From an optimization exercise on the open Yosys and OpenROAD flow, aimed at small area; shortcuts taken in it are not production practice.
Where RTL was checked, it was by simulation tests only, not by an equivalence proof against the original.
Power and IR drop assume default switching activity.

==> flow/design.v (excerpt) <==
module rgb565_to_ycbcr422
(
    input   wire                    sys_clk         ,
    input   wire                    sys_rst_n       ,
    input   wire    [15:0]          rgb_data        ,
    output  reg     signed  [7:0]   img_out         ,
    output  wire    [1:0]           state           ,
    output  wire                    start_en
);
For scale: ~270 cells after synthesis, roughly 35 flip-flops, roughly 29 I/O pins, roughly 3300 µm² of cells after synthesis.
Settings: LEC_CHECK=0, CAP_MARGIN=20, CORE_MARGIN=2, CORE_UTILIZATION=40, PLACE_DENSITY=0.5, SLEW_MARGIN=20, SYNTH_HIERARCHICAL=1; clock period 5.0 ns.
standard.sh (not shown) runs the stock make flow with config.mk's settings and CLKGATE_MAP_FILE= SYNTH_SCRIPT=/design/flow/synth_recipe.tcl, a recipe that flattens the netlist after the stock synthesis.
==> flow/flow/run.sh <==
#!/bin/bash
# Standard layout, with the smallest buffer cell on the ports and a clock
# tree without dummy balancing loads.
set -euo pipefail
export BUFFER_PORTS_ARGS="-buffer_cell sky130_fd_sc_hd__buf_1"
export CTS_ARGS="-sink_clustering_enable -repair_clock_nets -dont_use_dummy_load -buf_list sky130_fd_sc_hd__clkbuf_4 -root_buf sky130_fd_sc_hd__clkbuf_4"
bash standard.sh > standard_flow.log 2>&1
The baseline completed without violations.
Edit:
CORE_UTILIZATION = 50   (was 40)
PLACE_DENSITY = unset   (was 0.5)
Result:
- The changed run ran to the end with no violations
- first-iteration DRC count rose by 10%
- clock skew fell by 10 ps
- utilization rose by 12 points
- synthesized cell count stays the same
- routed wire length fell by 3.0%
- global-route usage rose by 3.4 points
- worst setup slack gets worse by 80 ps
- cell area fell by 1.2%
- cell count fell by about 8%
- synthesized area does not change
Edit:
==> flow/flow/run.sh (replaced) <==
#!/bin/bash
# Standard layout, but the port buffers are the smallest buffer cell.
set -euo pipefail
export BUFFER_PORTS_ARGS="-buffer_cell sky130_fd_sc_hd__buf_1"
bash standard.sh > standard_flow.log 2>&1
CORE_UTILIZATION = 40   (was 50)
Outcome: Via count rose by 1.9%. Die area rose by 24%. Clock-buffer cell count increases by 1. Total power rises by 7.8%. Worst setup slack gains 71 ps. Non-clock buffer count fell by 2. Wire length is higher by 0.66%. Global-route usage is lower by 4.0 points. Maximum frequency went up by 1.5%. Final cell count is higher by 7.7%. Area after synthesis does not change.
Edit:
==> flow/flow/run.sh (replaced) <==
#!/bin/bash
# Standard layout, with the smallest buffer cell on the ports and a clock
# tree without dummy balancing loads.
set -euo pipefail
export BUFFER_PORTS_ARGS="-buffer_cell sky130_fd_sc_hd__buf_1"
export CTS_ARGS="-sink_clustering_enable -repair_clock_nets -dont_use_dummy_load -buf_list sky130_fd_sc_hd__clkbuf_8 -root_buf sky130_fd_sc_hd__clkbuf_4"
bash standard.sh > standard_flow.log 2>&1
What happened: The new run finished clean; global-route usage falls by 0.22 points; via count barely changes; combinational power went down by about 0.8%; setup slack is worse by 13 ps; cell count is lower by 0.74%; sequential cell count does not change; routed wire length shrinks by about 1.4%; fmax is about the same; non-clock buffer count does not change; count of clock-buffer cells in the layout decreases by 1; sequential power hardly moves.

========
rgb565_to_ycbcr422, a different RTL version from the one above (not shown whole).
Size: about 270 cells after synthesis, about 35 flip-flops, ~29 I/O pins, about 3400 um2 of cells after synthesis.
// rgb565_to_ycbcr422
module rgb565_to_ycbcr422
(
    input   wire                    sys_clk         ,
    input   wire                    sys_rst_n       ,
    input   wire    [15:0]          rgb_data        ,
    output  reg     signed  [7:0]   img_out         ,
    output  wire    [1:0]           state           ,
    output  wire                    start_en
);
Settings: LEC_CHECK=0, CAP_MARGIN=20, CORE_MARGIN=2, CORE_UTILIZATION=40, CTS_BUF_LIST=sky130_fd_sc_hd__clkbuf_4 sky130_fd_sc_hd__clkbuf_8, CTS_CLUSTER_DIAMETER=150, CTS_CLUSTER_SIZE=50, SLEW_MARGIN=20, SYNTH_HIERARCHICAL=1; clock period 5.0 ns.
==> flow/flow/run.sh <==
#!/bin/bash
# Standard layout, but the port buffers are the smallest buffer cell.
set -euo pipefail
export BUFFER_PORTS_ARGS="-buffer_cell sky130_fd_sc_hd__buf_1"
bash standard.sh > standard_flow.log 2>&1
Then changed:
--- a/flow/config.mk
+++ b/flow/config.mk
@@ -10,4 +10 @@
-export CORE_UTILIZATION = 40
-export CTS_BUF_LIST = sky130_fd_sc_hd__clkbuf_4 sky130_fd_sc_hd__clkbuf_8
-export CTS_CLUSTER_DIAMETER = 150
-export CTS_CLUSTER_SIZE = 50
+export CORE_UTILIZATION = 60
Result:
- clock-buffer cell count does not change
- sequential cell count stays the same
- die area decreases by 32%
- final area hardly moves
- sequential power is about the same
- via count increases by 2.0%
- hold slack gets better by 0.0039 ns
Then changed:
--- a/flow/config.mk
+++ b/flow/config.mk
@@ -10 +10,3 @@
-export CORE_UTILIZATION = 60
+export CORE_UTILIZATION = 40
+export CTS_CLUSTER_DIAMETER = 150
+export CTS_CLUSTER_SIZE = 50
After rerunning:
- hold slack loses 0.0039 ns
- via count shrinks by 1.3%
- worst setup slack gets better by 0.046 ns
- synthesized cell count is unchanged
- maximum frequency goes up by 0.95%
- sequential power hardly moves
Then changed:
--- a/flow/config.mk
+++ b/flow/config.mk
@@ -11,2 +10,0 @@
-export CTS_CLUSTER_DIAMETER = 150
-export CTS_CLUSTER_SIZE = 50
Result:
- via count is unchanged
- hold slack is unchanged
- die area is unchanged
- combinational power hardly moves
- wire length is unchanged
- cell count does not change
- flip-flop and latch count stays the same
- core utilization stays the same
- first-iteration DRC count stays the same
Then changed:
==> flow/flow/run.sh (replaced) <==
#!/bin/bash
# Standard layout, but the port buffers are the smallest buffer cell and
# non-critical cells are downsized after global routing.
set -euo pipefail
export BUFFER_PORTS_ARGS="-buffer_cell sky130_fd_sc_hd__buf_1"
export RECOVER_POWER=100
bash standard.sh > standard_flow.log 2>&1
The changed run completed without violations.
Critical path depth is unchanged.
Core utilization hardly moves.
Count of clock-buffer cells in the layout does not change.
Worst hold slack hardly moves.
Design area hardly moves.
Sequential power stays flat.
Register-to-register slack is about the same.
Then changed:
==> flow/flow/run.sh (replaced) <==
#!/bin/bash
# Standard layout, but the port buffers are the smallest buffer cell.
set -euo pipefail
export BUFFER_PORTS_ARGS="-buffer_cell sky130_fd_sc_hd__buf_1"
bash standard.sh > standard_flow.log 2>&1
--- a/flow/config.mk
+++ b/flow/config.mk
@@ -10,0 +11 @@
+export PLACE_DENSITY = 0.8
Result:
- The changed run produced a clean layout
- global-route usage rises by 0.33 points
- register-to-register slack degrades by 0.13 ns
- routed wire length rises by 2.3%

========
Setup of run 1:
Another version of the RTL of rgb565_to_ycbcr422 (not shown whole).
For scale: about 270 cells after synthesis, about 35 flip-flops, ~29 I/O pins, about 0.0034 mm² of cells after synthesis.
Settings: LEC_CHECK=0, CAP_MARGIN=20, CORE_MARGIN=2, CORE_UTILIZATION=65, GPL_TIMING_DRIVEN=0, SLEW_MARGIN=20, SYNTH_HIERARCHICAL=1; clock period 5.0 ns.
==> flow/flow/run.sh <==
#!/bin/bash
# Standard layout, but the port buffers are the smallest buffer cell.
set -euo pipefail
export BUFFER_PORTS_ARGS="-buffer_cell sky130_fd_sc_hd__buf_1"
bash standard.sh > standard_flow.log 2>&1
Run 1: all stages complete, timing, DRC and antenna checks passed
What run 2 does differently from run 1 at the input level:
# run 1
export LEC_CHECK = 0
export CAP_MARGIN = 20
export CORE_MARGIN = 2
export CORE_UTILIZATION = 65
export GPL_TIMING_DRIVEN = 0
export SLEW_MARGIN = 20
export SYNTH_HIERARCHICAL = 1
create_clock -name core_clock -period 5.0 [get_ports {sys_clk}]
# run 2
export LEC_CHECK = 0
export CAP_MARGIN = 20
export CORE_MARGIN = 2
export CORE_UTILIZATION = 40
export SLEW_MARGIN = 20
export SYNTH_HIERARCHICAL = 1
create_clock -name core_clock -period 5.0 [get_ports {sys_clk}]
Findings:
Cmp run 2 vs run 1: largest fanout on the critical path lower in run 2
Summary of run 2 over run 1: total power barely changed; final area lost 1.5%; slew at the pin closest to its max-slew limit saw a decrease; site row count has increased; clock buffer instance count of the final layout -1.
Run 2 gives less portion of the clock cycle consumed by the worst path in the final layout than run 1 did.
## Diff of input files: run 3 against run 2
# run 2
export LEC_CHECK = 0
export CAP_MARGIN = 20
export CORE_MARGIN = 2
export CORE_UTILIZATION = 40
export SLEW_MARGIN = 20
export SYNTH_HIERARCHICAL = 1
create_clock -name core_clock -period 5.0 [get_ports {sys_clk}]
# run 3
export LEC_CHECK = 0
export CAP_MARGIN = 20
export CORE_MARGIN = 2
export CORE_UTILIZATION = 40
export GPL_TIMING_DRIVEN = 0
export SLEW_MARGIN = 20
export SYNTH_HIERARCHICAL = 1
create_clock -name core_clock -period 5.0 [get_ports {sys_clk}]
Result for run 3 and run 2: all clean. Final estimated routing congestion in global placement on run 3 is down relative to run 2. Against run 2, power in run 3 rose by a few percent. [run 3] layout net count fell 0.95% relative to run 2. Re flip-flop and latch share of the layout cell area: run 2 was higher than run 3.
No run of this note included a check of the RTL's function; only the layout flow was run.

========
rgb565_to_ycbcr422 with an RTL version that a note above also has.
Size in the first run: about 270 cells after synthesis, about 35 flip-flops.
==> flow/config.mk <==
export PLATFORM = sky130hd
export DESIGN_NAME = rgb565_to_ycbcr422
export DESIGN_NICKNAME = rgb565_to_ycbcr422
export VERILOG_FILES = /design/flow/design.v
export SDC_FILE = /design/flow/constraint.sdc
export NUM_CORES = 4
export LEC_CHECK = 0
export CAP_MARGIN = 20
export CORE_MARGIN = 2
export CORE_UTILIZATION = 40
export SLEW_MARGIN = 20
export SYNTH_HIERARCHICAL = 1
==> flow/constraint.sdc <==
create_clock -name core_clock -period 5.0 [get_ports {sys_clk}]
set_input_delay 1.0000 -clock core_clock [delete_from_list [all_inputs] [get_ports {sys_clk}]]
set_output_delay 1.0000 -clock core_clock [all_outputs]
set_load 0.01 [all_outputs]
==> flow/flow/run.sh <==
#!/bin/bash
# Standard layout, with the smallest buffer cell on the ports and a clock
# tree without dummy balancing loads.
set -euo pipefail
export BUFFER_PORTS_ARGS="-buffer_cell sky130_fd_sc_hd__buf_1"
export CTS_ARGS="-repair_clock_nets -dont_use_dummy_load -buf_list sky130_fd_sc_hd__clkbuf_4 -root_buf sky130_fd_sc_hd__clkbuf_4"
bash standard.sh > standard_flow.log 2>&1
Then changed:
==> flow/flow/run.sh (replaced) <==
#!/bin/bash
# Standard layout, with the smallest buffer cell on the ports and a clock
# tree without dummy balancing loads.
set -euo pipefail
export BUFFER_PORTS_ARGS="-buffer_cell sky130_fd_sc_hd__buf_1"
export CTS_ARGS="-sink_clustering_enable -sink_clustering_size 40 -sink_clustering_max_diameter 200 -repair_clock_nets -dont_use_dummy_load -buf_list sky130_fd_sc_hd__clkbuf_8 -root_buf sky130_fd_sc_hd__clkbuf_8"
bash standard.sh > standard_flow.log 2>&1
Outcome: Fmax stays flat. Critical path depth stays the same. Cell area went up by 0.86%. Setup slack is about the same. Worst hold slack is about the same. Routed wire length is higher by about 1.4%. First-iteration DRC count drops by about 19%. Combinational power climbs by about 0.6%. Die area is unchanged. Total power came out higher by 4.2%. Count of clock-buffer cells in the layout stays the same.
Then changed:
==> flow/flow/run.sh (replaced) <==
#!/bin/bash
# Standard layout, with the smallest buffer cell on the ports and a clock
# tree without dummy balancing loads.
set -euo pipefail
export BUFFER_PORTS_ARGS="-buffer_cell sky130_fd_sc_hd__buf_1"
export CTS_ARGS="-sink_clustering_enable -repair_clock_nets -dont_use_dummy_load -buf_list sky130_fd_sc_hd__clkbuf_4 -root_buf sky130_fd_sc_hd__clkbuf_4"
bash standard.sh > standard_flow.log 2>&1
After rerunning: The new run ran to the end with no violations; cell area falls by about 0.9%; via count stays flat; wire length shrinks by 1.4%; clock skew came out higher by 0.0098 ns; sequential power hardly moves; setup slack stays flat; synthesized area does not change.
Then changed:
==> flow/flow/run.sh (replaced) <==
#!/bin/bash
# Standard layout, with the smallest buffer cell on the ports and a clock
# tree without dummy balancing loads.
set -euo pipefail
export BUFFER_PORTS_ARGS="-buffer_cell sky130_fd_sc_hd__buf_1"
export CTS_ARGS="-sink_clustering_enable -repair_clock_nets -dont_use_dummy_load -buf_list sky130_fd_sc_hd__clkbuf_4 -root_buf sky130_fd_sc_hd__clkbuf_8"
bash standard.sh > standard_flow.log 2>&1
Cell area climbs by 0.86%.
Setup slack barely changes.
Critical path depth is unchanged.
Register-to-register slack stays flat.
Power came out higher by 4.2%.
Clock-buffer cell count does not change.
Global-route usage climbs by 0.19 points.
Wire length came out higher by 1.4%.
Sequential share of layout area shrinks by 0.21 points.
Flip-flop and latch count does not change.
Then changed:
==> flow/flow/run.sh (replaced) <==
#!/bin/bash
# Standard layout, with the smallest buffer cell on the ports and a clock
# tree without dummy balancing loads.
set -euo pipefail
export BUFFER_PORTS_ARGS="-buffer_cell sky130_fd_sc_hd__buf_1"
export CTS_ARGS="-sink_clustering_enable -repair_clock_nets -dont_use_dummy_load"
bash standard.sh > standard_flow.log 2>&1
After rerunning:
- setup slack stays the same
- final cell count does not change
- cell area is unchanged
- routed wire length does not change
- clock-buffer cell count is unchanged
- fmax is unchanged
- via count is unchanged
- total power does not change
- flip-flop and latch count stays the same

==> re-timing with driven ports <==
How much do the figures lean on ideal ports? The routed layouts below were timed once more, with nothing changed but the port constraints. Step 1, drivers: a clkbuf_16 drives sys_clk and a buf_2 each remaining input, both assumed. Step 2 times the ports against the registers' clock, not the clock port: input delays grow and output delays shrink by t, the midpoint of the rising clock arrivals with the driver on. Three values: no drivers, after step 1, after step 2; two values: the first two.
| run | shift t [ns] | slack for setup (ns) | hold WS [ns] |
|---|---|---|---|
| the first run of note 1 | 0.346 | 0.282 / 0.282 / 0.282 | 0.427 / 0.427 / 0.427 |
| the second run of note 1 | 0.344 | 0.201 / 0.201 / 0.201 | 0.444 / 0.444 / 0.444 |
| the third run of note 1 | 0.319 | 0.272 / 0.272 / 0.272 | 0.438 / 0.438 / 0.438 |
| the fourth run of note 1 | 0.356 | 0.259 / 0.259 / 0.259 | 0.428 / 0.428 / 0.428 |
| the first run of note 2 | 0.316 | 0.197 / 0.197 / 0.197 | 0.438 / 0.438 / 0.438 |
| the second run of note 2 | 0.311 | 0.155 / 0.155 / 0.155 | 0.442 / 0.442 / 0.442 |
| the third run of note 2 | 0.315 | 0.201 / 0.201 / 0.201 | 0.438 / 0.438 / 0.438 |
| the fourth run of note 2 | 0.315 | 0.201 / 0.201 / 0.201 | 0.438 / 0.438 / 0.438 |
| the fifth run of note 2 | 0.315 | 0.197 / 0.197 / 0.197 | 0.438 / 0.438 / 0.438 |
| the sixth run of note 2 | 0.314 | 0.066 / 0.066 / 0.066 | 0.444 / 0.444 / 0.444 |
| run 1 | 0.317 | 0.154 / 0.154 / 0.154 | 0.440 / 0.440 / 0.440 |
| run 2 | 0.322 | 0.180 / 0.180 / 0.180 | 0.440 / 0.440 / 0.440 |
| run 3 | 0.318 | 0.180 / 0.180 / 0.180 | 0.440 / 0.440 / 0.440 |
| the first run of note 4 | 0.356 | 0.259 / 0.259 / 0.259 | 0.428 / 0.428 / 0.428 |
| the second run of note 4 | 0.310 | 0.261 / 0.261 / 0.261 | 0.427 / 0.427 / 0.427 |
| the third run of note 4 | 0.356 | 0.259 / 0.259 / 0.259 | 0.428 / 0.428 / 0.428 |
| the fourth run of note 4 | 0.310 | 0.261 / 0.261 / 0.261 | 0.427 / 0.427 / 0.427 |
| the fifth run of note 4 | 0.310 | 0.261 / 0.261 / 0.261 | 0.427 / 0.427 / 0.427 |
After both steps every run listed still meets setup and hold.
